What follows belongs to an exercise in optimizing a design on an open flow for small area; a production flow would make more cautious choices.
RTL that was checked went through simulation tests only; none was proved equivalent to the original.
For run 8, only the layout was checked, not whether the RTL still works.
Power figures rest on the tool's default switching activity, not on a simulated workload.

--- design/flow/config.mk ---
export PLATFORM = sky130hd
export DESIGN_NAME = peripheral_gpio_apb4
export DESIGN_NICKNAME = peripheral_gpio_apb4
export VERILOG_FILES = /design/flow/design.v
export SDC_FILE = /design/flow/constraint.sdc
export NUM_CORES = 4
export LEC_CHECK = 0
export CAP_MARGIN = 20
export CORE_MARGIN = 2
export CORE_UTILIZATION = 55
export SLEW_MARGIN = 20
--- design/flow/constraint.sdc ---
create_clock -name core_clock -period 5.0 [get_ports {PCLK}]
set_input_delay 1.0000 -clock core_clock [delete_from_list [all_inputs] [get_ports {PCLK}]]
set_output_delay 1.0000 -clock core_clock [all_outputs]
set_load 0.01 [all_outputs]
--- design/flow/design.v ---
module peripheral_gpio_apb4 #(
  PDATA_SIZE = 32,   
  PADDR_SIZE = 8
) (
  input                         PRESETn,
  input                         PCLK,
  input                         PSEL,
  input                         PENABLE,
  input      [PADDR_SIZE  -1:0] PADDR,
  input                         PWRITE,
  input      [PDATA_SIZE/8-1:0] PSTRB,
  input      [PDATA_SIZE  -1:0] PWDATA,
  output reg [PDATA_SIZE  -1:0] PRDATA,
  output                        PREADY,
  output                        PSLVERR,
  output reg irq_o,
  input      [PDATA_SIZE  -1:0] gpio_i,
  output reg [PDATA_SIZE  -1:0] gpio_o,
  output reg [PDATA_SIZE  -1:0] gpio_oe
);
  localparam W  = PDATA_SIZE;
  localparam NB = PDATA_SIZE / 8;
  assign PREADY  = 1'b1;
  assign PSLVERR = 1'b0;
  wire rst = ~PRESETn;
  wire wr  = PSEL & PENABLE & PWRITE & PRESETn;   
  wire a_mode = (PADDR == 0);
  wire a_dir  = (PADDR == 1);
  wire a_out  = (PADDR == 2) | (PADDR == 3);
  wire a_type = (PADDR == 4);
  wire a_lvl0 = (PADDR == 5);
  wire a_lvl1 = (PADDR == 6);
  wire a_stat = (PADDR == 7);
  wire a_ena  = (PADDR == 8);
  reg  [W-1:0] rd_q;
  wire [W-1:0] rdat = rd_q & {W{PRESETn}};   
  reg          pw_mode, pw_dir, pw_out, pw_type, pw_lvl0, pw_lvl1, pw_ena;
  reg [NB-1:0] pw_strb;
  reg [W-1:0] mode_q, dir_q, out_q, type_q, lvl0_q, lvl1_q, ena_q;
  reg [W-1:0] stat_q;
  reg [W-1:0] s1, s2, in_q, dly1, dly2;
  wire [W-1:0] mode_d, dir_d, out_d, type_d, lvl0_d, lvl1_d, ena_d;
  genvar b;
  generate
    for (b = 0; b < NB; b = b + 1) begin : g_byte
      wire e_mode = rst | (pw_mode & pw_strb[b]);
      wire e_dir  = rst | (pw_dir  & pw_strb[b]);
      wire e_out  = rst | (pw_out  & pw_strb[b]);
      wire e_type = rst | (pw_type & pw_strb[b]);
      wire e_lvl0 = rst | (pw_lvl0 & pw_strb[b]);
      wire e_lvl1 = rst | (pw_lvl1 & pw_strb[b]);
      wire e_ena  = rst | (pw_ena  & pw_strb[b]);
      assign mode_d[b*8+:8] = e_mode ? rdat[b*8+:8] : mode_q[b*8+:8];
      assign dir_d [b*8+:8] = e_dir  ? rdat[b*8+:8] : dir_q [b*8+:8];
      assign out_d [b*8+:8] = e_out  ? rdat[b*8+:8] : out_q [b*8+:8];
      assign type_d[b*8+:8] = e_type ? rdat[b*8+:8] : type_q[b*8+:8];
      assign lvl0_d[b*8+:8] = e_lvl0 ? rdat[b*8+:8] : lvl0_q[b*8+:8];
      assign lvl1_d[b*8+:8] = e_lvl1 ? rdat[b*8+:8] : lvl1_q[b*8+:8];
      assign ena_d [b*8+:8] = e_ena  ? rdat[b*8+:8] : ena_q [b*8+:8];
    end
  endgenerate
  wire [W-1:0] clr;
  generate
    for (b = 0; b < NB; b = b + 1) begin : g_clr
      assign clr[b*8+:8] = PWDATA[b*8+:8] & {8{wr & a_stat & PSTRB[b]}};
    end
  endgenerate
  wire [W-1:0] lvl_val = (type_d & dly1) | (~type_d & in_q);
  wire [W-1:0] hit     = (lvl1_d & lvl_val) | (lvl0_d & ~lvl_val);
  wire [W-1:0] tr      = hit & (~type_d | (dly1 ^ dly2));
  wire [W-1:0] stat_d  = (stat_q & ~(clr | {W{rst}})) | tr;
  wire        wsel = wr;
  wire        rdok = ~wr;
  wire [W-1:0] rsel =
      ({W{rdok & (PADDR == 0)}} & mode_d) |
      ({W{rdok & (PADDR == 1)}} & dir_d) |
      ({W{rdok & (PADDR == 2)}} & out_d) |
      ({W{rdok & (PADDR == 3)}} & in_q) |
      ({W{rdok & (PADDR == 4)}} & type_d) |
      ({W{rdok & (PADDR == 5)}} & lvl0_d) |
      ({W{rdok & (PADDR == 6)}} & lvl1_d) |
      ({W{rdok & (PADDR == 7)}} & stat_q) |
      ({W{rdok & (PADDR == 8)}} & ena_d) |
      ({W{wsel}} & PWDATA);
  always @(posedge PCLK) begin
    rd_q    <= rsel;
    pw_mode <= wr & a_mode;
    pw_dir  <= wr & a_dir;
    pw_out  <= wr & a_out;
    pw_type <= wr & a_type;
    pw_lvl0 <= wr & a_lvl0;
    pw_lvl1 <= wr & a_lvl1;
    pw_ena  <= wr & a_ena;
    pw_strb <= PSTRB;
    mode_q <= mode_d;
    dir_q  <= dir_d;
    out_q  <= out_d;
    type_q <= type_d;
    lvl0_q <= lvl0_d;
    lvl1_q <= lvl1_d;
    ena_q  <= ena_d;
    stat_q <= stat_d;
    s1   <= gpio_i;
    s2   <= s1;
    in_q <= s2;
    dly1 <= in_q;
    dly2 <= dly1;
  end
  always @(*) begin
    PRDATA  = rd_q;
    gpio_o  = out_q & ~mode_q;
    gpio_oe = dir_q & ~(mode_q & out_q);
  end
  always @(posedge PCLK, negedge PRESETn) begin
    if (!PRESETn) irq_o <= 1'b0;
    else          irq_o <= |(ena_d & stat_q);
  end
endmodule
--- design/flow/flow/run.sh ---
#!/bin/bash
# The standard layout (standard.sh), with these changes to how it is made:
# - synthesis: the same script, but ABC maps the logic with flow/area.abc
#   (Yosys's own ABC script) instead of the flow's speed script;
# - port buffers are buf_1 cells instead of the cell buffer_ports picks;
# - the clock tree uses one buffer type, set clustering, and no dummy loads.
# Each tool's output is in the ORFS logs under orfs/logs; make's own output
# is in flow_make.log.
set -euo pipefail
W=$(pwd)
CTS_BUF=${CTS_BUF:-sky130_fd_sc_hd__clkbuf_8}
CTS_SIZE=${CTS_SIZE:-16}
CTS_DIAM=${CTS_DIAM:-80}

cat > "$W/area_synth.tcl" <<EOT
# ABC with another script; everything else as in synth_recipe.tcl
proc abc {args} {
  set i [lsearch -exact \$args -script]
  if { \$i >= 0 } { set args [lreplace \$args \$i [expr { \$i + 1 }]] }
  yosys abc -script $W/flow/area.abc {*}\$args
}
source $W/synth_recipe.tcl
EOT
sed "s#SYNTH_SCRIPT=[^ ]*#SYNTH_SCRIPT=$W/area_synth.tcl#" standard.sh > area_standard.sh
grep -q "SYNTH_SCRIPT=$W/area_synth.tcl" area_standard.sh

export BUFFER_PORTS_ARGS="-buffer_cell sky130_fd_sc_hd__buf_1"
export CTS_ARGS="-sink_clustering_enable -repair_clock_nets -sink_clustering_size $CTS_SIZE -sink_clustering_max_diameter $CTS_DIAM -buf_list $CTS_BUF -dont_use_dummy_load"
bash area_standard.sh finish > flow_make.log 2>&1
--- design/flow/flow/area.abc ---
strash
&get -n
&fraig -x
&put
scorr
dc2
dretime
strash
&get -n
&dch -f
&nf -R 1000 -p -F 8 -A 4 -C 32
&put
--- design/flow/standard.sh ---
#!/bin/bash
# synth_recipe.tcl (not shown) runs the flow's synth.tcl, then flattens the netlist and writes it again
# the make line also repeats each setting of config.mk as NAME=value (left out here)
make -C /OpenROAD-flow-scripts/flow DESIGN_CONFIG=/design/flow/config.mk WORK_HOME=/design/flow/orfs CLKGATE_MAP_FILE= SYNTH_SCRIPT=/design/flow/synth_recipe.tcl "${@:-finish}"
==> results of run 1 <==
-- Yosys cell counts (all sizes together) (2+ instances only) --
cell type / n
a21boi: 32
a21oi: 24
a222oi: 90
a22oi: 31
a32oi: 21
and2: 32
and3b: 3
buf: 2
clkinv: 20
conb: 2
dfxtp: 459
nand2: 370
nand2b: 14
nand3: 33
nand3b: 11
nand4: 34
nor2: 16
nor2b: 32
nor3: 5
nor3b: 2
nor4: 2
o211ai: 18
o21ai: 283
or4: 2
-- report_power, final --
group	switching [mW]	total, mW	internal, mW
clock network	1.11	1.72	0.615
logic	0.109	0.150	0.0403
registers	0.0401	3.78	3.74
total	1.26	5.65	4.39
-- critical path: cells and delay by family --
kind	cells	cell delay, ns
AOI/OAI and AO/OA	1	0.24
buffers and inverters	1	0.06
and+or+nand+nor	7	2.35
-- kinds of logic after synthesis --
group	share of synthesized area (%)
simple gates	16.7
compound gates	21.5
flops	61.1
buf+inv	0.598
other cells	0.0498
-- metrics by stage --
stage	power (mW)	hold WS, ns	setup slack, ns	util (%)
final	5.65	0.331	1.80	62.4
after global routing	5.83	0.340	1.63	62.4
after CTS	5.67	0.333	1.88	62.4
after detailed placement	4.01	0.312	1.26	60.7
after global placement	4.00	0.309	1.37	60.7
after floorplan	3.91	0.310	0.322	-
-- worst max path at each step --
stage | start | to | depth (start not counted)
after floorplan | PADDR[5] | rd_q[31]$_DFF_P_ | 6
after global placement | PRESETn | irq_o$_DFF_PN0_ | 7
after detailed placement | PADDR[5] | stat_q[31]$_DFF_P_ | 9
after CTS | PADDR[5] | stat_q[31]$_DFF_P_ | 9
after global routing | PADDR[5] | stat_q[5]$_DFF_P_ | 9
final | PADDR[5] | stat_q[8]$_DFF_P_ | 9
-- routing by layer --
layer  vias to the layer above  track usage (%)  wire (um)
li1                       6140                -          -
met4                         0             10.4       1320
met1                      6145             42.9      18800
met3                       103             6.76       5260
met5                         -                0          0
met2                       779             48.3      20500
-- layout make-up --
class                      count  area, sq um  area share, %
clock buffer                  34          468           2.78
inverter                      20         75.1          0.446
multi-input combinational   1062         5800           34.5
sequential                   460         9210           54.8
tap                          341          427           2.54
timing repair buffer         200          841           5.00
==> reports/summary.txt, run 1 <==
Die width: 170 um
Register area share after synthesis: 61.1%
Area contributors post-synth: dfxtp_1 (61%), o21ai_0 (9.4%), nand2_1 (9.2%)
Ys async rst share: 0.217%
Main flop type after synthesis: dfxtp_1
Post-CTS resize count: 0
First-pass GRT wire length: 68500 um
# rows: 60
Avg WL per Cell: 21.7 um
Path type of the worst setup path: in2reg
Final period util: 63.9%
Final Hold Fails: 0
Initial antenna violation count: 0
Crit-path cells: buf_1, or4_1, nor2_1, nand2_1, nor3_1, and2_0, nand2_1, a32oi_1, nand2_1
Via count: 13200
Maximum number of pins on one net before global-route repair: 34
Hold Path Depth: 0
Tmin final: 3.20 ns
Worst r2r dst: irq_o$_DFF_PN0_
Most common cell on crit path: nand2_1
Peak supply drop: 248 uV
Clk slew on worst S/H paths: 0.10 ns
Vias per cell: 6.22
Post-Syn Nets: 1625
Cells after Synth: 1544
Area share of the largest cell type after synthesis: 61.0%
Synth warn: 1
Worst hold path class: reg2reg
CTS tree: done
Antenna Violating Nets Remaining: 0
Final wirelength: 45900 um
Post-synth top area cell: dfxtp_1
Yosys reg bits: 460
Worst path slowest cell: and2_0
Clock latency (worst-skew pair): 0.57 ns
DP Area: 16400 sq um
Root buffer cell: clkbuf_8
# setup viols final: 0
DPL Wire Length: 30100 um
Total CTS buffers: 34
Worst-margin pin slew: 0.945 ns
Post-CTS Setup Inserts: 0
Mapped Avg Cell Area: 9.76 sq um
Die area: 28700 sq um
CTS Buffer Depth: 3
Skew final: 0.0295 ns
Max Cap Violations: 0
Sink Count: 460
CP Capture Type: register
Port bufs: 177
RSZ-0062 raised after global routing: no
Most frequent cells in the layout: dfxtp_1 (459), nand2_1 (370), o21ai_0 (283)
Hold-fix buffers, CTS: 0
Max Fclk: 313 MHz
Gr usage total: 31.0%
Critical R2R Launch: pw_ena$_DFF_P_
Starting DRT DRC Count: 1970
Slew HR: 36.9%
Worst Path Max Fanout: 8
Worst R2R Path Depth: 7
Final instance area: 16800 sq um
Flop2flop setup slack: 1.96 ns
Worst Hold Launch: s1[15]$_DFF_P_
DR pass1 iterations: 10
Static Leakage: 5.82 nW
Layout cells sized above 1: 3.83%
Crit start category: primary input
GR Overflow Total: 0
Status: finished clean
Setup TNS: 0 ns
Worst EP required: 5.45 ns
Layout fillers: 2430
Final nets: 1859
Io pins: 180
Hold endpoint: s2[15]$_DFF_P_
Distinct cells, synth: 30
Starting Density: 55.9%
Slew Viols, Final: 0
Die Y-Extent: 170 um
Worst EP arrival: 3.65 ns
Non-filler instance count after layout: 2117
Power Density: 336 nW/um^2
Number of remaining DRC errors: 0
Vias in the first global route: 12200
Number of synthesized flops with an enable pin: 0
Cell Area, Synth: 15100 sq um
Placed instance count: 2083
Gpl congestion: 0.863
H-tree levels: 2
Ant diodes: 0
Worst path max stage delay: 0.65 ns
CORE AREA: 27000 sq um
Syn-to-layout area delta: 11.7%
Commonest non-fill, non-tap cell in the layout: dfxtp_1
==> inputs of run 2 (changes only) <==
--- a/design/flow/flow/run.sh
+++ b/design/flow/flow/run.sh
@@ -11,4 +11,4 @@
 CTS_BUF=${CTS_BUF:-sky130_fd_sc_hd__clkbuf_8}
-CTS_SIZE=${CTS_SIZE:-16}
-CTS_DIAM=${CTS_DIAM:-80}
+CTS_SIZE=${CTS_SIZE:-20}
+CTS_DIAM=${CTS_DIAM:-50}
 
==> reports/summary.txt, run 2 <==
Status: finished clean
Worst EP arrival: 3.66 ns
Post-Syn Nets: 1625
Post-CTS Setup Inserts: 0
Initial antenna violation count: 0
Post-synth top area cell: dfxtp_1
Synth warn: 1
Die Y-Extent: 170 um
Cell Area, Synth: 15100 sq um
Final instance area: 16900 sq um
Final period util: 64.5%
Root buffer cell: clkbuf_8
Die area: 28700 sq um
Tmin final: 3.22 ns
Clock power share: 31.2%
# rows: 60
Main flop type after synthesis: dfxtp_1
Skew final: 0.0580 ns
Clock latency (worst-skew pair): 0.57 ns
H-tree levels: 2
GR Overflow Total: 0
CTS tree: done
Gpl congestion: 0.863
Design Power: 5.71 mW
Starting DRT DRC Count: 1845
Max Cap Violations: 0
First-pass GRT wire length: 68600 um
Setup TNS: 0 ns
M1 WL: 19200 um
DR pass1 iterations: 9
Via count: 13100
Register area share after synthesis: 61.1%
Vias in the first global route: 12200
Mapped Avg Cell Area: 9.76 sq um
Cells after Synth: 1544
Hold-fix buffers, CTS: 0
Starting Density: 55.9%
Routed wl met2: 20600 um
Area contributors post-synth: dfxtp_1 (61%), o21ai_0 (9.4%), nand2_1 (9.2%)
Ys async rst share: 0.217%
Distinct cells, synth: 30
Syn-to-layout area delta: 11.9%
Number of synthesized flops with an enable pin: 0
Post-CTS resize count: 0
Sink Count: 460
Number of remaining DRC errors: 0
Path type of the worst setup path: in2reg
WL met3: 4970 um
Static Leakage: 5.84 nW
Comb power frac: 2.6%
# setup viols final: 0
Slew Viols, Final: 0
Gr usage total: 31.0%
Seq pwr share: 66.2%
Area share of the largest cell type after synthesis: 61.0%
Ant diodes: 0
CTS Buffer Depth: 3
Final nets: 1862
Vias per cell: 6.20
Most frequent cells in the layout: dfxtp_1 (459), nand2_1 (370), o21ai_0 (283)
CORE AREA: 27000 sq um
Worst hold path class: reg2reg
Die width: 170 um
CP Capture Type: register
Most common cell in the netlist: dfxtp_1
Post-synth top cells: dfxtp_1 (459), nand2_1 (370), o21ai_0 (283)
Power Density: 338 nW/um^2
Total CTS buffers: 37
Peak supply drop: 246 uV
Worst-margin pin slew: 0.930 ns
Final wirelength: 46000 um
Commonest non-fill, non-tap cell in the layout: dfxtp_1
Worst EP required: 5.43 ns
Slew HR: 37.9%
DPL Wire Length: 30100 um
Worst Path Max Fanout: 8
Final Hold Fails: 0
Clk slew on worst S/H paths: 0.10 ns
Yosys reg bits: 460
Max Fclk: 310 MHz
Avg WL per Cell: 21.7 um
Antenna Violating Nets Remaining: 0
NetSw: 1.27 mW
Maximum number of pins on one net before global-route repair: 34
Int Pwr: 4.44 mW
RSZ-0062 raised after global routing: no
Uppermost layer routed: met4
Port bufs: 177
Switching Fraction: 22.2%
Crit start category: primary input
DP Area: 16400 sq um
Io pins: 180
Layout cells sized above 1: 3.99%
## run 2: cell counts after synthesis
Identical to the previous run, type by type.
## run 2: worst paths after layout
path | start | endpoint | slack, ns | depth (start not counted)
setup reg to reg | pw_ena$_DFF_P_ | irq_o$_DFF_PN0_ | 1.98 | 7
setup / recovery | PADDR[5] | stat_q[8]$_DFF_P_ | 1.78 | 9
min in group asynchronous | PRESETn | irq_o$_DFF_PN0_ | 0.89 | 2
hold reg to reg | dly1[9]$_DFF_P_ | dly2[9]$_DFF_P_ | 0.32 | 0
hold / removal | dly1[9]$_DFF_P_ | dly2[9]$_DFF_P_ | 0.32 | 0
max in group asynchronous | PRESETn | irq_o$_DFF_PN0_ | 3.91 | 2
## run 2: power by group through the flow
| stage | Sequential [mW] | Clock, mW | Combinational [mW] |
|---|---|---|---|
| global route | 3.79 | 1.94 | 0.158 |
| floorplan | 3.85 | 0 | 0.0566 |
| global placement | 3.86 | 0 | 0.144 |
| CTS | 3.78 | 1.80 | 0.145 |
| finish | 3.78 | 1.78 | 0.150 |
| detailed placement | 3.86 | 0 | 0.145 |
## run 2: per-stage QoR
stage / setup WS, ns / instances / hold slack, ns / util (%)
global route: 1.62 / 2120 / 0.319 / 62.6
floorplan: 0.322 / 1544 / 0.310 / -
CTS: 1.86 / 2120 / 0.316 / 62.6
detailed placement: 1.26 / 2083 / 0.312 / 60.7
finish: 1.78 / 2120 / 0.316 / 62.6
global placement: 1.37 / 2083 / 0.309 / 60.7
## run 2: routing by layer
metal | GRT usage, % | up-vias
li1 | - | 6141
met1 | 43.2 | 6118
met2 | 48.6 | 779
met3 | 5.92 | 105
met4 | 10.7 | 0
met5 | 0 | -
## run 2: cell families (layout without fill, tap and decap cells)
logic type / Yosys count / count (layout) / share of synthesized area [%]
AND/OR/NAND/NOR: 559 / 559 / 16.7
other: 2 / 2 / 0.0498
buffers and inverters: 22 / 257 / 0.598
AO/OA/AOI/OAI: 501 / 501 / 21.5
flip-flops: 460 / 460 / 61.1
## run 2: cell type report
type / count / area, sq um
clock buffer: 37 / 509
fill: 2430 / 10100
inverter: 20 / 75.1
multi-input combinational: 1062 / 5800
sequential: 460 / 9210
tap: 341 / 427
timing repair buffer: 200 / 841
## run 2: critical path, cell delays in order
cell	delay, ns
buf_1	0.06
or4_1	0.65
nor2_1	0.20
nand2_1	0.19
nor3_1	0.48
and2_0	0.63
nand2_1	0.12
a32oi_1	0.23
nand2_1	0.08
==> inputs of run 3 (changes only) <==
--- a/design/flow/design.v
+++ b/design/flow/design.v
@@ -25,3 +25,3 @@
   wire rst = ~PRESETn;
-  wire wr  = PSEL & PENABLE & PWRITE & PRESETn;   
+  wire wr  = PSEL & PENABLE & PWRITE;
   wire a_mode = (PADDR == 0);
--- a/design/flow/flow/run.sh
+++ b/design/flow/flow/run.sh
@@ -10,5 +10,5 @@
 W=$(pwd)
-CTS_BUF=${CTS_BUF:-sky130_fd_sc_hd__clkbuf_8}
-CTS_SIZE=${CTS_SIZE:-20}
-CTS_DIAM=${CTS_DIAM:-50}
+CTS_BUF=${CTS_BUF:-sky130_fd_sc_hd__clkbuf_4}
+CTS_SIZE=${CTS_SIZE:-12}
+CTS_DIAM=${CTS_DIAM:-40}
 
--- a/design/flow/config.mk
+++ b/design/flow/config.mk
@@ -9,3 +9,3 @@
 export CORE_MARGIN = 2
-export CORE_UTILIZATION = 55
+export CORE_UTILIZATION = 40
 export SLEW_MARGIN = 20
==> reports/summary.txt, run 3 <==
Critical Path Sink: rd_q[25]$_DFF_P_
Die Y-Extent: 199 um
Port bufs: 177
Initial antenna violation count: 1
Max Cap Violations: 0
Skew final: 0.0624 ns
Layout cells sized above 1: 4.87%
Worst Path Max Fanout: 23
Cells after Synth: 1575
Slew HR: 29.1%
Post-synth top area cell: dfxtp_1
Number of remaining DRC errors: 0
Worst R2R Path Depth: 7
RSZ-0062 raised after global routing: no
Hold-fix buffers, CTS: 0
Final Hold Fails: 0
Main flop type after synthesis: dfxtp_1
Final wirelength: 49800 um
Area contributors post-synth: dfxtp_1 (61%), o21ai_0 (9.2%), nand2_1 (8.5%)
H-tree levels: 2
Tmin final: 3.04 ns
Synth warn: 1
Peak supply drop: 216 uV
Critical R2R Launch: pw_ena$_DFF_P_
Path type of the worst setup path: in2reg
Final period util: 60.9%
Root buffer cell: clkbuf_4
First-pass GRT wire length: 74500 um
GR Overflow Total: 0
Total CTS buffers: 61
Most common cell in the netlist: dfxtp_1
Worst-margin pin slew: 1.06 ns
Final nets: 1912
Die width: 199 um
Crit start category: primary input
Vias in the first global route: 12900
DPL Wire Length: 32700 um
Die area: 39400 sq um
Status: finished clean
Yosys reg bits: 460
Io pins: 180
CTS Buffer Depth: 3
Avg WL per Cell: 21.3 um
Slew Viols, Final: 0
Commonest non-fill, non-tap cell in the layout: dfxtp_1
# rows: 71
Worst r2r dst: irq_o$_DFF_PN0_
Power Density: 334 nW/um^2
Gpl congestion: 0.864
CORE AREA: 37500 sq um
Worst setup startpoint: PADDR[5]
Via count: 13400
Cell Area, Synth: 15200 sq um
Syn-to-layout area delta: 12.6%
Layout Utilization: 45.5%
Starting DRT DRC Count: 1553
Worst EP required: 5.72 ns
Max Fclk: 329 MHz
Antenna Violating Nets Remaining: 0
Register area share after synthesis: 60.8%
CP Capture Type: register
Clk slew on worst S/H paths: 0.09 ns
Starting Density: 40.4%
Post-synth top cells: dfxtp_1 (459), nand2_1 (345), o21ai_0 (278)
Gr usage total: 24.9%
DR pass1 iterations: 10
Mapped Avg Cell Area: 9.62 sq um
Layout fillers: 3767
Setup TNS: 0 ns
Static Leakage: 5.88 nW
Most frequent cells in the layout: dfxtp_1 (459), nand2_1 (345), o21ai_0 (278)
Number of synthesized flops with an enable pin: 0
Ys async rst share: 0.217%
Worst hold path class: in2reg
Area share of the largest cell type after synthesis: 60.6%
Sink Count: 460
Vias per cell: 5.74
Clock latency (worst-skew pair): 0.81 ns
Post-CTS resize count: 0
CTS tree: done
Distinct cells, synth: 28
Flop2flop setup slack: 2.08 ns
# setup viols final: 0
Worst EP arrival: 3.77 ns
Post-Syn Nets: 1656
Post-CTS Setup Inserts: 0
Maximum number of pins on one net before global-route repair: 44
## run 3: worst min path at each step
| stage | from | endpoint | slack, ns | cells past startpoint |
|---|---|---|---|---|
| final | gpio_i[23] | s1[23]$_DFF_P_ | 0.26 | 1 |
| after global routing | gpio_i[12] | s1[12]$_DFF_P_ | 0.19 | 1 |
| after CTS | gpio_i[12] | s1[12]$_DFF_P_ | 0.17 | 1 |
| after detailed placement | s2[10]$_DFF_P_ | in_q[10]$_DFF_P_ | 0.31 | 0 |
| after global placement | s1[15]$_DFF_P_ | s2[15]$_DFF_P_ | 0.31 | 0 |
| after floorplan | s2[0]$_DFF_P_ | in_q[0]$_DFF_P_ | 0.31 | 0 |
## run 3: worst max-delay path: stages
cell and delay [ns]:
buf_1 0.06, or4_1 0.64, nor2_1 0.17, nand2_1 0.14
nor3_2 0.83, buf_4 0.53, a22oi_1 0.11, o21ai_0 0.11
a21oi_1 0.06, nand3_1 0.09
## run 3: per-stage QoR
stage / power, mW / cells / instance area, sq um / worst slack, ns / hold slack, ns
after detailed placement: 4.03 / 2279 / 16600 / 1.23 / 0.312
after CTS: 5.76 / 2340 / 17100 / 2.11 / 0.171
after global placement: 4.03 / 2279 / 16600 / 1.30 / 0.311
after global routing: 5.92 / 2341 / 17100 / 1.88 / 0.190
final: 5.70 / 2341 / 17100 / 1.96 / 0.260
after floorplan: 3.92 / 1575 / 15200 / 0.750 / 0.310
## run 3: kinds of logic after synthesis
group	count (synthesis)	synth area share, %
simple gates	557	16.3
compound gates	513	21.7
flops	460	60.8
buf+inv	43	1.11
other cells	2	0.0496
## run 3: power by group
group / switching [mW] / internal [mW]
Clock: 1.19 / 0.554
Sequential: 0.0435 / 3.74
Combinational: 0.124 / 0.0452
Total: 1.36 / 4.34
## run 3: final cells by class
| class | instances | area, sq um | area share [%] |
|---|---|---|---|
| Sequential cell | 460 | 9210 | 54.0 |
| Multi-Input combinational cell | 1072 | 5800 | 34.0 |
| Timing Repair Buffer | 195 | 803 | 4.71 |
| Tap cell | 511 | 639 | 3.75 |
| Clock buffer | 61 | 458 | 2.68 |
| Inverter | 41 | 154 | 0.902 |
| Antenna cell | 1 | 2.50 | 0.0147 |
## run 3: per-layer routing
metal  GRT usage [%]  vias up  wire (um)
met5               0        -          0
met4            11.4        0       1850
met3            5.21      138       4780
met2            39.3      748      22200
met1            32.8     6297      20900
li1                -     6256          -
==> inputs of run 4 (changes only) <==
--- a/design/flow/design.v
+++ b/design/flow/design.v
@@ -25,3 +25,3 @@
   wire rst = ~PRESETn;
-  wire wr  = PSEL & PENABLE & PWRITE;
+  wire wr  = PSEL & PENABLE & PWRITE & PRESETn;   
   wire a_mode = (PADDR == 0);
--- a/design/flow/flow/run.sh
+++ b/design/flow/flow/run.sh
@@ -11,3 +11,3 @@
 CTS_BUF=${CTS_BUF:-sky130_fd_sc_hd__clkbuf_4}
-CTS_SIZE=${CTS_SIZE:-12}
+CTS_SIZE=${CTS_SIZE:-10}
 CTS_DIAM=${CTS_DIAM:-40}
--- a/design/flow/config.mk
+++ b/design/flow/config.mk
@@ -9,3 +9,3 @@
 export CORE_MARGIN = 2
-export CORE_UTILIZATION = 40
+export CORE_UTILIZATION = 65
 export SLEW_MARGIN = 20
==> reports/summary.txt, run 4 <==
Clock latency (worst-skew pair): 0.73 ns
Setup WS post-layout: 1.87 ns
Status: finished clean
CP Capture Type: register
Crit start category: register
DPL Wire Length: 29300 um
Placed instance count: 2029
Register Area: 9210 sq um
Skew final: 0.0628 ns
Die width: 156 um
Via count: 13500
Starting DRT DRC Count: 2133
Worst EP required: 5.60 ns
Most frequent cells in the layout: dfxtp_1 (459), nand2_1 (370), o21ai_0 (283)
Final instance area: 16700 sq um
Mapped Avg Cell Area: 9.76 sq um
Multi-input logic area: 5810 sq um
Distinct cells, synth: 30
Root buffer cell: clkbuf_4
Final wirelength: 44500 um
Area contributors post-synth: dfxtp_1 (61%), o21ai_0 (9.4%), nand2_1 (9.2%)
# setup viols final: 0
Cell Area, Synth: 15100 sq um
H-tree levels: 2
Post-CTS resize count: 0
Flop2flop setup slack: 1.87 ns
Die area: 24400 sq um
Worst Hold Launch: s1[29]$_DFF_P_
Slew HR: 28.2%
Peak supply drop: 234 uV
Worst Path Max Fanout: 9
Area share of the largest cell type after synthesis: 61.0%
Worst hold path class: reg2reg
Setup TNS: 0 ns
Most common cell in the netlist: dfxtp_1
Syn-to-layout area delta: 11.0%
CTS Buffer Depth: 3
Maximum number of pins on one net before global-route repair: 24
Worst r2r dst: irq_o$_DFF_PN0_
Hold Path Depth: 0
Max Cap Violations: 0
Register area share after synthesis: 61.1%
Total CTS buffers: 53
First-pass GRT wire length: 67800 um
Ys async rst share: 0.217%
Antenna Violating Nets Remaining: 0
CORE AREA: 22700 sq um
Vias in the first global route: 12800
Vias per cell: 6.48
Pre-CTS WS: 1.31 ns
Critical R2R Launch: pw_ena$_DFF_P_
CTS tree: done
Tmin final: 3.13 ns
Worst EP arrival: 3.73 ns
Port bufs: 177
Starting Density: 66.4%
Gpl congestion: 0.909
Clk slew on worst S/H paths: 0.11 ns
Number of synthesized flops with an enable pin: 0
Layout Utilization: 73.6%
RSZ-0062 raised after global routing: no
Initial antenna violation count: 1
Final nets: 1880
Final Hold Fails: 0
DR pass1 iterations: 11
Commonest non-fill, non-tap cell in the layout: dfxtp_1
Worst R2R Path Depth: 7
Hold endpoint: s2[29]$_DFF_P_
Post-CTS Setup Inserts: 0
Io pins: 180
Synth warn: 1
Main flop type after synthesis: dfxtp_1
GR Overflow Total: 0
Layout fillers: 1822
Die Y-Extent: 156 um
Post-synth top area cell: dfxtp_1
Gr usage total: 35.6%
Static Leakage: 5.83 nW
Hold-fix buffers, CTS: 0
Avg WL per Cell: 21.3 um
Post-synth top cells: dfxtp_1 (459), nand2_1 (370), o21ai_0 (283)
# rows: 55
Path type of the worst setup path: reg2reg
Sink Count: 460
Cells after Synth: 1544
DP Area: 16300 sq um
Yosys reg bits: 460
Final period util: 62.6%
Power Density: 330 nW/um^2
Slew Viols, Final: 0
Max Fclk: 320 MHz
Number of remaining DRC errors: 0
Layout cells sized above 1: 4.95%
Worst-margin pin slew: 1.07 ns
Post-Syn Nets: 1625
Non-filler instance count after layout: 2083
run 4: cell types whose count changed in the layout (fill, tap and decap cells not counted), sizes merged, moves of 8 or more:
| cell | previous run | this run |
|---|---|---|
| nand2 | 345 | 370 |
| a222oi | 80 | 90 |
| nor2 | 44 | 16 |
| o211ai | 10 | 18 |
| nand4 | 22 | 34 |
| clkbuf | 62 | 53 |
| clkinv | 41 | 20 |
| nand3 | 44 | 33 |
| a21oi | 40 | 24 |
| buf | 194 | 202 |
| a221oi | 9 | 0 |
run 4: how the worst max path moves through the flow:
stage | startpoint | slack [ns] | to | depth (start not counted)
after floorplan | PADDR[5] | 0.32 | rd_q[31]$_DFF_P_ | 6
after global placement | PADDR[5] | 1.36 | rd_q[16]$_DFF_P_ | 7
after detailed placement | PRESETn | 1.31 | rd_q[31]$_DFF_P_ | 8
after CTS | pw_ena$_DFF_P_ | 2.01 | irq_o$_DFF_PN0_ | 7
after global routing | pw_ena$_DFF_P_ | 1.68 | irq_o$_DFF_PN0_ | 7
final | pw_ena$_DFF_P_ | 1.87 | irq_o$_DFF_PN0_ | 7
run 4: layout make-up:
class / instances / share of cell area [%]
Clock buffer: 53 / 2.38
Sequential cell: 460 / 55.1
Timing Repair Buffer: 202 / 5.18
Antenna cell: 1 / 0.0150
Tap cell: 285 / 2.13
Multi-Input combinational cell: 1062 / 34.8
Inverter: 20 / 0.449
run 4: cells by family after synthesis:
kind of cell           after synthesis  share of synthesized area [%]
AND/OR/NAND/NOR                    559                           16.7
AO/OA/AOI/OAI                      501                           21.5
buffers and inverters               22                          0.598
flip-flops                         460                           61.1
other                                2                         0.0498
run 4: power by group:
part / leakage, nW / switching (mW) / internal (mW)
clock network: 0.244 / 1.10 / 0.486
registers: 3.77 / 0.0411 / 3.74
logic: 1.81 / 0.109 / 0.0423
total: 5.83 / 1.25 / 4.27
run 4: per-layer routing:
metal	global-route usage [%]	vias to the layer above	share of wire, %
met5	0	-	0
met4	15.6	0	3.6
met3	9.08	148	13
met2	55.8	922	45
met1	46.9	6241	38
li1	-	6194	-
run 4: metrics by stage:
stage	hold WS [ns]	power (mW)
finish	0.307	5.52
global route	0.305	5.68
CTS	0.313	5.53
detailed placement	0.312	4.01
global placement	0.310	4.00
floorplan	0.310	3.91
run 4: critical path, cell delays in order, from the launching register on:
cell and delay [ns]:
dfxtp_1 0.45, nand2_1 0.27, and2_0 0.43, nand2_1 0.14, o21ai_0 0.17, a222oi_1 0.74, nand3_1 0.25, or4_1 0.55
==> inputs of run 5 (changes only) <==
--- a/design/flow/config.mk
+++ b/design/flow/config.mk
@@ -9,3 +9,3 @@
 export CORE_MARGIN = 2
-export CORE_UTILIZATION = 65
+export CORE_UTILIZATION = 50
 export SLEW_MARGIN = 20
==> reports/summary.txt, run 5 <==
Skew final: 0.0504 ns
Buffers & Inverters on Critical Path: 1
Io pins: 180
# rows: 63
Worst hold path class: reg2reg
Tmin final: 2.99 ns
DPL Wire Length: 31000 um
Post-synth top cells: dfxtp_1 (459), nand2_1 (370), o21ai_0 (283)
Root buffer cell: clkbuf_4
Number of remaining DRC errors: 0
Final nets: 1879
Slew Viols, Final: 0
Static Leakage: 5.82 nW
Via count: 13200
Sink Count: 460
Hold WS: 0.309 ns
Gpl congestion: 0.864
Placed instance count: 2130
Die width: 178 um
Final instance area: 16800 sq um
Worst path top cell family by delay: simple AND/OR/NAND/NOR gates
CTS tree: done
Max Cap Violations: 0
Total CTS buffers: 56
Starting DRT DRC Count: 1822
Worst EP required: 5.64 ns
Starting Density: 50.8%
Most common cell on crit path: nand2_1
Peak supply drop: 190 uV
Layout cells sized above 1: 4.90%
Commonest non-fill, non-tap cell in the layout: dfxtp_1
Setup TNS: 0 ns
Die Y-Extent: 178 um
Final Hold Fails: 0
DR pass1 iterations: 8
Max Fclk: 334 MHz
Initial antenna violation count: 3
Ys async rst share: 0.217%
Layout Utilization: 56.8%
Synth warn: 1
Avg WL per Cell: 21.8 um
Area share of the largest cell type after synthesis: 61.0%
RSZ-0062 raised after global routing: no
Power Density: 333 nW/um^2
Vias per cell: 6.05
Vias in the first global route: 12400
Register area share after synthesis: 61.1%
GR Overflow Total: 0
Main flop type after synthesis: dfxtp_1
Slew HR: 39.9%
# setup viols final: 0
CTS Buffer Depth: 3
Crit start category: primary input
Yosys reg bits: 460
Syn-to-layout area delta: 11.7%
Cell Area, Synth: 15100 sq um
Clock latency (worst-skew pair): 0.77 ns
Clk slew on worst S/H paths: 0.11 ns
Worst EP arrival: 3.63 ns
Final wirelength: 47700 um
Worst path max stage delay: 0.68 ns
Status: finished clean
Worst Path Max Fanout: 8
Post-CTS Setup Inserts: 0
Path type of the worst setup path: in2reg
Cells after Synth: 1544
Most frequent cells in the layout: dfxtp_1 (459), nand2_1 (370), o21ai_0 (283)
Port bufs: 177
CP Capture Type: register
Gr usage total: 29.7%
Most common cell in the netlist: dfxtp_1
Area contributors post-synth: dfxtp_1 (61%), o21ai_0 (9.4%), nand2_1 (9.2%)
H-tree levels: 2
Number of synthesized flops with an enable pin: 0
Crit-path cells: buf_1, or4_1, nor2_1, nand2_1, nor3_1, and2_0, nand2_1, a32oi_1, nand2_1
Worst path slowest cell: and2_0
Non-filler instance count after layout: 2189
Mapped Avg Cell Area: 9.76 sq um
Distinct cells, synth: 30
Final period util: 59.8%
DP Area: 16400 sq um
Post-CTS resize count: 0
Die area: 31500 sq um
CORE AREA: 29600 sq um
Hold-fix buffers, CTS: 0
Post-synth top area cell: dfxtp_1
Post-Syn Nets: 1625
First-pass GRT wire length: 71400 um
Worst-margin pin slew: 0.896 ns
Maximum number of pins on one net before global-route repair: 29
Layout fillers: 2779
Antenna Violating Nets Remaining: 0
run 5: cell counts after synthesis:
No cell type changed its count.
run 5: stage by stage:
| stage | setup WS, ns | total power, mW |
|---|---|---|
| floorplan | 0.322 | 3.91 |
| global placement | 1.39 | 4.01 |
| detailed placement | 1.34 | 4.01 |
| CTS | 2.11 | 5.63 |
| global route | 1.85 | 5.80 |
| finish | 2.01 | 5.60 |
run 5: final cells by class:
cell class	instances	area, sq um	share of cell area (%)
Antenna cell	3	7.51	0.0446
Clock buffer	56	420	2.50
Inverter	20	75.1	0.446
Multi-Input combinational cell	1062	5800	34.5
Sequential cell	460	9210	54.7
Tap cell	390	488	2.90
Timing Repair Buffer	198	826	4.91
run 5: path summary, 6_finish.rpt:
| path | start | endpoint | slack [ns] | depth (start not counted) |
|---|---|---|---|---|
| max in group asynchronous | PRESETn | irq_o$_DFF_PN0_ | 4.24 | 2 |
| min in group asynchronous | PRESETn | irq_o$_DFF_PN0_ | 0.54 | 2 |
| worst min register to register | s2[18]$_DFF_P_ | in_q[18]$_DFF_P_ | 0.31 | 0 |
| worst max-delay path | PADDR[5] | stat_q[3]$_DFF_P_ | 2.01 | 9 |
| worst max register to register | pw_ena$_DFF_P_ | irq_o$_DFF_PN0_ | 2.07 | 7 |
| worst min-delay path | s2[18]$_DFF_P_ | in_q[18]$_DFF_P_ | 0.31 | 0 |
run 5: cell families (layout without fill, tap and decap cells):
family,Yosys count,in the layout,share of synthesized area [%]
and+or+nand+nor,559,559,16.7
buffers and inverters,22,274,0.598
other,2,5,0.0498
AOI/OAI and AO/OA,501,501,21.5
DFF,460,460,61.1
run 5: metal layers:
metal  GRT usage [%]  up-vias  routed length, um
met5               0        -                  0
met4            11.0        0               1530
met3            5.59      128               4240
met2            46.6      667              21200
li1                -     6197                  -
met1            40.8     6248              20800
run 5: where the power goes:
| part | internal (mW) | switching (mW) | total [mW] |
|---|---|---|---|
| Combinational | 0.0403 | 0.110 | 0.150 |
| Sequential | 3.74 | 0.0403 | 3.78 |
| Clock | 0.511 | 1.16 | 1.67 |
run 5: worst register-to-register path, cell delays in order, from the launching register on:
cell and delay [ns]:
dfxtp_1 0.47, nand2_1 0.27, and2_0 0.39, nand2_1 0.12
o21ai_0 0.15, a222oi_1 0.70, nand4_1 0.19, or4_1 0.49
==> inputs of run 6 (changes only) <==
--- a/design/flow/config.mk
+++ b/design/flow/config.mk
@@ -9,3 +9,3 @@
 export CORE_MARGIN = 2
-export CORE_UTILIZATION = 50
+export CORE_UTILIZATION = 55
 export SLEW_MARGIN = 20
==> reports/summary.txt, run 6 <==
Status: finished clean
Worst EP arrival: 3.70 ns
Yosys reg bits: 460
Hold-fix buffers, CTS: 0
Starting DRT DRC Count: 1962
Main combinational cell family by area after synthesis: compound AO/OA/AOI/OAI gates
Clock latency (worst-skew pair): 0.73 ns
Tmin final: 3.08 ns
Distinct cells, synth: 30
# setup viols final: 0
Most frequent cells in the layout: dfxtp_1 (459), nand2_1 (370), o21ai_0 (283)
Static Leakage: 5.83 nW
Post-Synth Adder-Cell Area: 0%
Avg WL per Cell: 21.5 um
Path type of the worst setup path: in2reg
Port bufs: 177
Worst Path Max Fanout: 8
Syn-to-layout area delta: 11.3%
Slew Viols, Final: 0
Post-Synth XOR/XNOR Area: 0%
Antenna Violating Nets Remaining: 0
Total CTS buffers: 55
Clk slew on worst S/H paths: 0.10 ns
Initial antenna violation count: 1
Worst R2R Path Depth: 7
Mux contribution to synthesized area: 0%
Hold Path Depth: 0
Io pins: 180
Max Cap Violations: 0
Final Hold Fails: 0
CP Capture Type: register
Post-CTS Setup Inserts: 0
H-tree levels: 2
Critical R2R Launch: pw_ena$_DFF_P_
Compound-cell area share of the yosys netlist: 21.5%
Placed instance count: 2083
GR Overflow Total: 0
DPL Wire Length: 30100 um
CTS Buffer Depth: 3
Via count: 13300
CTS tree: done
# rows: 60
Post-synth top cells: dfxtp_1 (459), nand2_1 (370), o21ai_0 (283)
Number of remaining DRC errors: 0
Most common cell in the netlist: dfxtp_1
Skew final: 0.0605 ns
Commonest non-fill, non-tap cell in the layout: dfxtp_1
Die area: 28700 sq um
Peak supply drop: 217 uV
Worst Hold Launch: s1[11]$_DFF_P_
Ys async rst share: 0.217%
Final wirelength: 46000 um
Maximum number of pins on one net before global-route repair: 34
Hold endpoint: s2[11]$_DFF_P_
Vias per cell: 6.22
Non-filler instance count after layout: 2139
Main flop type after synthesis: dfxtp_1
DR pass1 iterations: 12
Sink Count: 460
Setup TNS: 0 ns
Area contributors post-synth: dfxtp_1 (61%), o21ai_0 (9.4%), nand2_1 (9.2%)
RSZ-0062 raised after global routing: no
Gpl congestion: 0.863
Mapped Avg Cell Area: 9.76 sq um
Slew HR: 37.7%
First-pass GRT wire length: 69000 um
Die Y-Extent: 170 um
Register area share after synthesis: 61.1%
Power Density: 331 nW/um^2
Cell Area, Synth: 15100 sq um
Layout cells sized above 1: 4.95%
Post-CTS resize count: 0
Starting Density: 55.9%
Worst r2r dst: irq_o$_DFF_PN0_
Final period util: 61.5%
Final nets: 1880
Worst hold path class: reg2reg
Simple-gate portion of the synthesized area: 16.7%
Crit start category: primary input
Max Fclk: 325 MHz
Vias in the first global route: 12300
Cells after Synth: 1544
Die width: 170 um
CORE AREA: 27000 sq um
Worst EP required: 5.63 ns
Gr usage total: 31.2%
Post-Syn Nets: 1625
Post-synth top area cell: dfxtp_1
Worst-margin pin slew: 0.933 ns
Synth warn: 1
Flop2flop setup slack: 1.96 ns
Number of synthesized flops with an enable pin: 0
Root buffer cell: clkbuf_4
Area share of the largest cell type after synthesis: 61.0%
-- run 6: cell counts after synthesis --
No cell type changed its count.
-- run 6: where the power goes --
part           total (mW)  switching [mW]  internal, mW
clock                1.62            1.11         0.503
sequential           3.78          0.0402          3.74
combinational       0.150           0.109        0.0403
-- run 6: how the worst max path moves through the flow --
| stage | from | endpoint | slack, ns | cells after the start |
|---|---|---|---|---|
| finish | PADDR[5] | stat_q[13]$_DFF_P_ | 1.92 | 9 |
| global route | PADDR[5] | stat_q[19]$_DFF_P_ | 1.83 | 9 |
| CTS | pw_ena$_DFF_P_ | irq_o$_DFF_PN0_ | 2.01 | 7 |
| detailed placement | PADDR[5] | stat_q[31]$_DFF_P_ | 1.26 | 9 |
| global placement | PRESETn | irq_o$_DFF_PN0_ | 1.37 | 7 |
| floorplan | PADDR[5] | rd_q[31]$_DFF_P_ | 0.32 | 6 |
-- run 6: cell type report --
type / instances / area, sq um
repair buffers: 200 / 841
clock buffers: 55 / 413
multi-input cells: 1062 / 5800
well taps: 341 / 427
inverters: 20 / 75.1
fillers: 2430 / 10200
flip-flops and latches: 460 / 9210
diodes: 1 / 2.50
-- run 6: logic make-up after synthesis --
kind of cell    after synthesis
simple gates                559
compound gates              501
flops                       460
buf+inv                      22
other cells                   2
-- run 6: worst max-delay path, stage by stage --
cell and delay, ns:
buf_1 0.06, or4_1 0.64, nor2_1 0.21, nand2_1 0.20
nor3_1 0.49, and2_0 0.67, nand2_1 0.13, a32oi_1 0.23
nand2_1 0.07
-- run 6: layer usage --
layer | track usage, % | up-vias | routed length (um)
met5 | 0 | - | 0
met4 | 11.4 | 0 | 1330
met3 | 5.95 | 115 | 5060
met2 | 48.5 | 789 | 20500
met1 | 43.5 | 6189 | 19100
li1 | - | 6212 | -
-- run 6: metrics by stage --
stage	total power, mW	utilization, %	hold WS [ns]	setup WS, ns	cell area [sq um]
floorplan	3.91	-	0.310	0.322	15100
global placement	4.00	60.7	0.309	1.37	16400
detailed placement	4.01	60.7	0.312	1.26	16400
CTS	5.58	62.2	0.271	2.01	16800
global route	5.75	62.2	0.276	1.83	16800
finish	5.55	62.2	0.270	1.92	16800
==> inputs of run 7 (changes only) <==
--- a/design/flow/flow/run.sh
+++ b/design/flow/flow/run.sh
@@ -10,5 +10,5 @@
 W=$(pwd)
-CTS_BUF=${CTS_BUF:-sky130_fd_sc_hd__clkbuf_4}
-CTS_SIZE=${CTS_SIZE:-10}
-CTS_DIAM=${CTS_DIAM:-40}
+CTS_BUF=${CTS_BUF:-sky130_fd_sc_hd__clkbuf_8}
+CTS_SIZE=${CTS_SIZE:-16}
+CTS_DIAM=${CTS_DIAM:-80}
 
@@ -27,3 +27,3 @@
 export BUFFER_PORTS_ARGS="-buffer_cell sky130_fd_sc_hd__buf_1"
-export CTS_ARGS="-sink_clustering_enable -repair_clock_nets -sink_clustering_size $CTS_SIZE -sink_clustering_max_diameter $CTS_DIAM -buf_list $CTS_BUF -dont_use_dummy_load"
+export CTS_ARGS="-sink_clustering_enable -repair_clock_nets -buf_list \"sky130_fd_sc_hd__clkbuf_4 sky130_fd_sc_hd__clkbuf_8\" -dont_use_dummy_load"
 bash area_standard.sh finish > flow_make.log 2>&1
--- a/design/flow/config.mk
+++ b/design/flow/config.mk
@@ -9,3 +9,3 @@
 export CORE_MARGIN = 2
-export CORE_UTILIZATION = 55
+export CORE_UTILIZATION = 40
 export SLEW_MARGIN = 20
==> reports/summary.txt, run 7 <==
Status: finished clean
CTS tree: done
First-pass GRT wire length: 74400 um
Worst Path Max Fanout: 19
Die Y-Extent: 198 um
Path type of the worst setup path: in2reg
Skew final: 0.0345 ns
Max Cap Violations: 0
Io pins: 180
Cells after Synth: 1544
Starting DRT DRC Count: 1790
Post-synth top cells: dfxtp_1 (459), nand2_1 (370), o21ai_0 (283)
Crit start category: primary input
Root buffer cell: clkbuf_8
H-tree levels: 3
Worst EP arrival: 3.87 ns
Final wirelength: 49500 um
Ys async rst share: 0.217%
Yosys reg bits: 460
Non-filler instance count after layout: 2326
Post-CTS resize count: 0
Maximum number of pins on one net before global-route repair: 36
Most frequent cells in the layout: dfxtp_1 (459), nand2_1 (370), o21ai_0 (283)
CTS Buffer Depth: 3
Mapped Avg Cell Area: 9.76 sq um
Static Leakage: 6.11 nW
Power Density: 372 nW/um^2
Flop2flop setup slack: 1.99 ns
Total CTS buffers: 75
Clock latency (worst-skew pair): 0.60 ns
Number of synthesized flops with an enable pin: 0
DR pass1 iterations: 9
Placed instance count: 2249
DPL Wire Length: 32700 um
Antenna Violating Nets Remaining: 0
Worst hold path class: reg2reg
Post-CTS Setup Inserts: 0
Cell Area, Synth: 15100 sq um
Worst setup startpoint: PADDR[5]
Commonest non-fill, non-tap cell in the layout: dfxtp_1
Starting Density: 40.3%
Number of remaining DRC errors: 0
# setup viols final: 0
Hold-fix buffers, CTS: 0
Port bufs: 177
Register area share after synthesis: 61.1%
Worst R2R Path Depth: 7
RSZ-0062 raised after global routing: no
# rows: 71
Clk slew on worst S/H paths: 0.05 ns
Layout cells sized above 1: 5.84%
CP Capture Type: register
Avg WL per Cell: 21.3 um
Critical R2R Launch: pw_ena$_DFF_P_
Via count: 13500
Gpl congestion: 0.864
Setup TNS: 0 ns
Post-synth top area cell: dfxtp_1
Final Hold Fails: 0
Area contributors post-synth: dfxtp_1 (61%), o21ai_0 (9.4%), nand2_1 (9.2%)
Final nets: 1897
Die width: 198 um
GR Overflow Total: 0
Synth warn: 1
Initial antenna violation count: 2
Critical Path Sink: rd_q[10]$_DFF_P_
Syn-to-layout area delta: 17.0%
Slew Viols, Final: 0
Worst-margin pin slew: 0.977 ns
Die area: 39200 sq um
Sink Count: 460
Area share of the largest cell type after synthesis: 61.0%
Max Fclk: 298 MHz
Distinct cells, synth: 30
Vias in the first global route: 12900
Slew HR: 34.8%
Tmin final: 3.36 ns
Peak supply drop: 169 uV
Worst r2r dst: irq_o$_DFF_PN0_
Main flop type after synthesis: dfxtp_1
Gr usage total: 25.0%
Vias per cell: 5.78
CORE AREA: 37400 sq um
Post-Syn Nets: 1625
Final period util: 67.2%
Most common cell in the netlist: dfxtp_1
Worst EP required: 5.52 ns
==> run 7: cell counts after synthesis <==
No cell type changed its count.
==> run 7: metrics by stage <==
stage	hold slack (ns)	setup slack, ns	power (mW)	instance area, sq um	util (%)
floorplan	0.310	0.322	3.91	15100	-
global placement	0.310	1.27	4.01	16600	44.3
detailed placement	0.312	1.20	4.01	16600	44.3
CTS	0.320	1.83	6.63	17600	47.1
global route	0.327	1.69	6.82	17600	47.1
finish	0.316	1.64	6.56	17600	47.1
==> run 7: how the worst min path moves through the flow <==
stage	startpoint	endpoint	slack, ns	cells past startpoint
after floorplan	s2[0]$_DFF_P_	in_q[0]$_DFF_P_	0.31	0
after global placement	s1[12]$_DFF_P_	s2[12]$_DFF_P_	0.31	0
after detailed placement	s2[11]$_DFF_P_	in_q[11]$_DFF_P_	0.31	0
after CTS	s2[5]$_DFF_P_	in_q[5]$_DFF_P_	0.32	0
after global routing	s2[12]$_DFF_P_	in_q[12]$_DFF_P_	0.33	0
final	s2[5]$_DFF_P_	in_q[5]$_DFF_P_	0.32	0
==> run 7: layer usage <==
layer | GRT usage, % | routed length, um | up-vias
met5 | 0 | 18 | -
met4 | 13.4 | 2020 | 2
met3 | 5.94 | 4800 | 137
met2 | 37.5 | 21600 | 757
met1 | 33.2 | 21000 | 6336
li1 | - | - | 6219
==> run 7: area by class of cell <==
type	instances	area (sq um)
Clock buffer	75	1030
Fill cell	3651	19800
Antenna cell	1	2.50
Sequential cell	460	9210
Timing Repair Buffer	197	843
Inverter	20	75.1
Multi-Input combinational cell	1062	5820
Tap cell	511	639
==> run 7: worst max-delay path, stage by stage <==
cell and delay [ns]:
buf_1 0.06, or4_1 0.63, nor3_1 0.45, nor3b_4 0.90, buf_4 0.49, a222oi_1 0.18, nand4_1 0.14
==> run 7: kinds of logic after synthesis <==
kind of cell	share of synthesized area [%]
buf+inv	0.598
compound gates	21.5
simple gates	16.7
other cells	0.0498
flops	61.1
==> run 7: where the power goes <==
part	switching (mW)	internal, mW
Clock	1.30	1.32
Combinational	0.111	0.0395
Sequential	0.0410	3.75
Total	1.45	5.11
==> inputs of run 8 (changes only) <==
==> design/flow/design.v (replaced) <==
module peripheral_gpio_apb4 #(
  PDATA_SIZE = 32,   
  PADDR_SIZE = 8
) (
  input                         PRESETn,
  input                         PCLK,
  input                         PSEL,
  input                         PENABLE,
  input      [PADDR_SIZE  -1:0] PADDR,
  input                         PWRITE,
  input      [PDATA_SIZE/8-1:0] PSTRB,
  input      [PDATA_SIZE  -1:0] PWDATA,
  output reg [PDATA_SIZE  -1:0] PRDATA,
  output                        PREADY,
  output                        PSLVERR,
  output reg irq_o,
  input      [PDATA_SIZE  -1:0] gpio_i,
  output reg [PDATA_SIZE  -1:0] gpio_o,
  output reg [PDATA_SIZE  -1:0] gpio_oe
);
  localparam W  = PDATA_SIZE;
  localparam NB = PDATA_SIZE / 8;
  assign PREADY  = 1'b1;
  assign PSLVERR = 1'b0;
  wire rst = ~PRESETn;
  wire wr  = PSEL & PENABLE & PWRITE;
  wire a_mode = (PADDR == 0);
  wire a_dir  = (PADDR == 1);
  wire a_out  = (PADDR == 2);
  wire a_in   = (PADDR == 3);   
  wire a_type = (PADDR == 4);
  wire a_lvl0 = (PADDR == 5);
  wire a_lvl1 = (PADDR == 6);
  wire a_stat = (PADDR == 7);
  wire a_ena  = (PADDR == 8);
  reg  [W-1:0] rd_q;
  wire [W-1:0] rdat = rd_q & {W{PRESETn}};   
  reg pw_mode, pw_dir, pw_out, pw_type, pw_lvl0, pw_lvl1, pw_ena;
  reg [W-1:0] mode_q, dir_q, out_q, type_q, lvl0_q, lvl1_q, ena_q;
  reg [W-1:0] stat_q;
  reg [W-1:0] s1, s2, in_q, dly1, dly2;
  wire [W-1:0] mode_d = (rst | pw_mode) ? rdat : mode_q;
  wire [W-1:0] dir_d  = (rst | pw_dir ) ? rdat : dir_q;
  wire [W-1:0] out_d  = (rst | pw_out ) ? rdat : out_q;
  wire [W-1:0] type_d = (rst | pw_type) ? rdat : type_q;
  wire [W-1:0] lvl0_d = (rst | pw_lvl0) ? rdat : lvl0_q;
  wire [W-1:0] lvl1_d = (rst | pw_lvl1) ? rdat : lvl1_q;
  wire [W-1:0] ena_d  = (rst | pw_ena ) ? rdat : ena_q;
  wire [W-1:0] rd_d;
  wire [W-1:0] clr;
  genvar b;
  generate
    for (b = 0; b < NB; b = b + 1) begin : g_byte
      wire pw  = wr & PSTRB[b];
      wire rd  = ~pw;
      wire rdr = ~wr;
      assign rd_d[b*8+:8] =
          ({8{rd  & a_mode}}                        & mode_d[b*8+:8]) |
          ({8{rd  & a_dir }}                        & dir_d [b*8+:8]) |
          ({8{rd  & (a_out | (wr & a_in))}}         & out_d [b*8+:8]) |
          ({8{rdr & a_in  }}                        & in_q  [b*8+:8]) |
          ({8{rd  & a_type}}                        & type_d[b*8+:8]) |
          ({8{rd  & a_lvl0}}                        & lvl0_d[b*8+:8]) |
          ({8{rd  & a_lvl1}}                        & lvl1_d[b*8+:8]) |
          ({8{rdr & a_stat}}                        & stat_q[b*8+:8]) |
          ({8{rd  & a_ena }}                        & ena_d [b*8+:8]) |
          ({8{pw}}                                  & PWDATA[b*8+:8]);
      assign clr[b*8+:8] = PWDATA[b*8+:8] & {8{pw & a_stat}};
    end
  endgenerate
  wire [W-1:0] chg = dly1 ^ dly2;
  wire [W-1:0] val = (type_d & dly1) | (~type_d & in_q);
  wire [W-1:0] tr  = ((val & lvl1_d) | (~val & lvl0_d)) & (chg | ~type_d);
  wire [W-1:0] stat_d = (stat_q & ~(clr | {W{rst}})) | tr;
  always @(posedge PCLK) begin
    rd_q    <= rd_d;
    pw_mode <= wr & a_mode;
    pw_dir  <= wr & a_dir;
    pw_out  <= wr & (a_out | a_in);
    pw_type <= wr & a_type;
    pw_lvl0 <= wr & a_lvl0;
    pw_lvl1 <= wr & a_lvl1;
    pw_ena  <= wr & a_ena;
    mode_q <= mode_d;
    dir_q  <= dir_d;
    out_q  <= out_d;
    type_q <= type_d;
    lvl0_q <= lvl0_d;
    lvl1_q <= lvl1_d;
    ena_q  <= ena_d;
    stat_q <= stat_d;
    s1   <= gpio_i;
    s2   <= s1;
    in_q <= s2;
    dly1 <= in_q;
    dly2 <= dly1;
  end
  always @(*) begin
    PRDATA  = rd_q;
    gpio_o  = out_q & ~mode_q;
    gpio_oe = dir_q & ~(mode_q & out_q);
  end
  always @(posedge PCLK, negedge PRESETn) begin
    if (!PRESETn) irq_o <= 1'b0;
    else          irq_o <= |(ena_d & stat_q);
  end
endmodule
--- a/design/flow/flow/run.sh
+++ b/design/flow/flow/run.sh
@@ -27,3 +27,3 @@
 export BUFFER_PORTS_ARGS="-buffer_cell sky130_fd_sc_hd__buf_1"
-export CTS_ARGS="-sink_clustering_enable -repair_clock_nets -buf_list \"sky130_fd_sc_hd__clkbuf_4 sky130_fd_sc_hd__clkbuf_8\" -dont_use_dummy_load"
+export CTS_ARGS="-sink_clustering_enable -repair_clock_nets -sink_clustering_size $CTS_SIZE -sink_clustering_max_diameter $CTS_DIAM -buf_list $CTS_BUF -dont_use_dummy_load"
 bash area_standard.sh finish > flow_make.log 2>&1
==> design/flow/flow/area.abc (replaced) <==
strash
&get -n
&fraig -x
&put
scorr
dc2
dretime
strash
&get -n
&dch -f
&nf -R 1000
&put
==> reports/summary.txt, run 8 <==
Status: finished clean
Post-CTS Setup Inserts: 0
Die area: 39900 sq um
RSZ-0062 raised after global routing: no
Area share of the largest cell type after synthesis: 59.5%
CTS tree: done
Worst path slowest cell: nor4_1
Worst hold path class: reg2reg
Worst EP arrival: 3.91 ns
DP Area: 16900 sq um
Distinct cells, synth: 36
Post-synth top area cell: dfxtp_1
Mapped Avg Cell Area: 10.2 sq um
Starting Density: 40.7%
Skew final: 0.0492 ns
Post-Syn Nets: 1589
Synth warn: 1
Power Density: 331 nW/um^2
Number of synthesized flops with an enable pin: 0
Most common cell in the netlist: dfxtp_1
Path type of the worst setup path: in2reg
Syn-to-layout area delta: 13.2%
Vias in the first global route: 12300
Port bufs: 177
Starting DRT DRC Count: 1346
Ys async rst share: 0.219%
Initial antenna violation count: 2
Non-filler instance count after layout: 2257
Antenna Violating Nets Remaining: 0
Max Fclk: 296 MHz
H-tree levels: 2
Die Y-Extent: 200 um
GR Overflow Total: 0
Vias per cell: 5.75
Tmin final: 3.38 ns
Sink Count: 456
Final instance area: 17300 sq um
CORE AREA: 37700 sq um
Final wirelength: 48100 um
Worst Path Max Fanout: 13
Total CTS buffers: 34
Worst EP required: 5.52 ns
Worst-margin pin slew: 1.02 ns
Hold-fix buffers, CTS: 0
Final Hold Fails: 0
Crit start category: primary input
Peak supply drop: 213 uV
Clk slew on worst S/H paths: 0.10 ns
Die width: 200 um
Post-synth top cells: dfxtp_1 (455), nand2_1 (249), o21ai_0 (148)
Number of remaining DRC errors: 0
Clock latency (worst-skew pair): 0.60 ns
Avg WL per Cell: 21.3 um
Design Power: 5.73 mW
Register area share after synthesis: 59.6%
Layout cells sized above 1: 4.19%
Gr usage total: 23.8%
Main flop type after synthesis: dfxtp_1
Crit-path cells: buf_1, nor4_1, nor3b_1, nand2_1, nor2_2, buf_4, a222oi_1, and3_1, nand2_1
# rows: 71
Cells after Synth: 1508
Static Leakage: 6.25 nW
First-pass GRT wire length: 72600 um
Area contributors post-synth: dfxtp_1 (59%), a22o_1 (6.4%), nand2_1 (6.1%)
Cell Area, Synth: 15300 sq um
Max Cap Violations: 0
Slew HR: 31.8%
Most common cell on crit path: nand2_1
Layout Utilization: 46.0%
Gpl congestion: 0.899
Root buffer cell: clkbuf_8
DR pass1 iterations: 6
DPL Wire Length: 31700 um
Placed instance count: 2221
CP Capture Type: register
Commonest non-fill, non-tap cell in the layout: dfxtp_1
Yosys reg bits: 456
Setup TNS: 0 ns
Post-CTS resize count: 0
Worst path max stage delay: 0.85 ns
CTS Buffer Depth: 3
Maximum number of pins on one net before global-route repair: 35
# setup viols final: 0
Final period util: 67.7%
Via count: 13000
Final nets: 1827
Slew Viols, Final: 0
Most frequent cells in the layout: dfxtp_1 (453), nand2_1 (249), buf_1 (176)
Io pins: 180
==> run 8: cell count changes after synthesis, moves of 32 or more <==
| cell | before | now |
|---|---|---|
| a222oi_1 | 90 | 58 |
| a22o_1 | 0 | 112 |
| clkinv_1 | 20 | 52 |
| nand2_1 | 370 | 249 |
| nand3_1 | 33 | 65 |
| o211ai_1 | 18 | 51 |
| o21ai_0 | 283 | 148 |
==> run 8: logic make-up after synthesis <==
| kind of cell | count (synthesis) | share of synthesized area, % |
|---|---|---|
| and+or+nand+nor | 483 | 14.4 |
| other | 2 | 0.0490 |
| buffers and inverters | 54 | 1.37 |
| DFF | 456 | 59.6 |
| AOI/OAI and AO/OA | 513 | 24.5 |
==> run 8: area by class of cell <==
type	count	area, sq um
Timing Repair Buffer	204	883
Sequential cell	456	9140
Inverter	52	195
Multi-Input combinational cell	998	6010
Clock buffer	34	468
Antenna cell	2	5.00
Tap cell	511	639
Fill cell	3720	20300
==> run 8: path summary, 6_finish.rpt <==
| kind | startpoint | end | slack (ns) | cells past startpoint |
|---|---|---|---|---|
| max | PADDR[5] | rd_q[20]$_DFF_P_ | 1.62 | 9 |
| min | s2[14]$_DFF_P_ | in_q[14]$_DFF_P_ | 0.30 | 0 |
| max reg2reg | pw_ena$_DFF_P_ | irq_o$_DFF_PN0_ | 1.72 | 8 |
| min reg2reg | s2[14]$_DFF_P_ | in_q[14]$_DFF_P_ | 0.30 | 0 |
| max in group asynchronous | PRESETn | irq_o$_DFF_PN0_ | 4.01 | 2 |
| min in group asynchronous | PRESETn | irq_o$_DFF_PN0_ | 0.77 | 2 |
==> run 8: worst max-delay path, delay by kind of cell <==
family	cells	cell delay, ns
and+or+nand+nor	6	2.33
AOI/OAI and AO/OA	1	0.13
buffers and inverters	2	0.44
==> run 8: per-layer routing <==
| metal | global-route usage (%) | up-vias | part of all wire (%) |
|---|---|---|---|
| li1 | - | 6078 | - |
| met1 | 32.8 | 6181 | 44 |
| met2 | 37.2 | 626 | 44 |
| met3 | 4.14 | 95 | 8.8 |
| met4 | 9.22 | 0 | 3.1 |
| met5 | 0 | - | 0 |
==> run 8: through the flow <==
step / hold WS, ns / setup WS [ns]
3_5_place_dp: 0.312 / 1.19
6_report: 0.301 / 1.62
5_1_grt: 0.315 / 1.53
3_3_place_gp: 0.310 / 1.26
2_1_floorplan: 0.310 / 0.961
4_1_cts: 0.303 / 1.71
==> run 8: power breakdown <==
group / internal (mW) / total [mW] / switching (mW)
clock network: 0.616 / 1.76 / 1.15
registers: 3.71 / 3.76 / 0.0463
logic: 0.0576 / 0.205 / 0.148
total: 4.39 / 5.73 / 1.34

[separate check: timing with driven ports]
The results above use ideal ports. As a check the final layouts listed here were re-extracted and re-timed, cells and wires unchanged.
Step 1, drivers: a clkbuf_16 drives PCLK and a buf_2 each remaining input, both assumed.
Step 2 times the ports against the registers' clock, not the clock port: input delays grow and output delays shrink by t, the midpoint of the rising clock arrivals with the driver on.
Slacks: ideal / step 1 / step 2; pairs: ideal / step 1.
run	shift t [ns]	setup WS [ns]	worst setup path after step 2
run 1	0.598	1.803 / 1.828 / 1.230	input to register
run 2	0.590	1.777 / 1.804 / 1.214	input to register
run 3	0.842	1.957 / 1.983 / 1.141	input to register
run 4	0.744	1.872 / 1.872 / 1.167	input to register
run 5	0.789	2.010 / 2.039 / 1.250	input to register
run 6	0.742	1.924 / 1.949 / 1.207	input to register
run 7	0.640	1.641 / 1.671 / 1.031	input to register
run 8	0.613	1.617 / 1.645 / 1.032	input to register
After both steps every run listed still meets setup and hold. For run 3, which loses most, drivers alone change the setup slack by +0.026 ns; drivers and shift together by -0.816 ns.
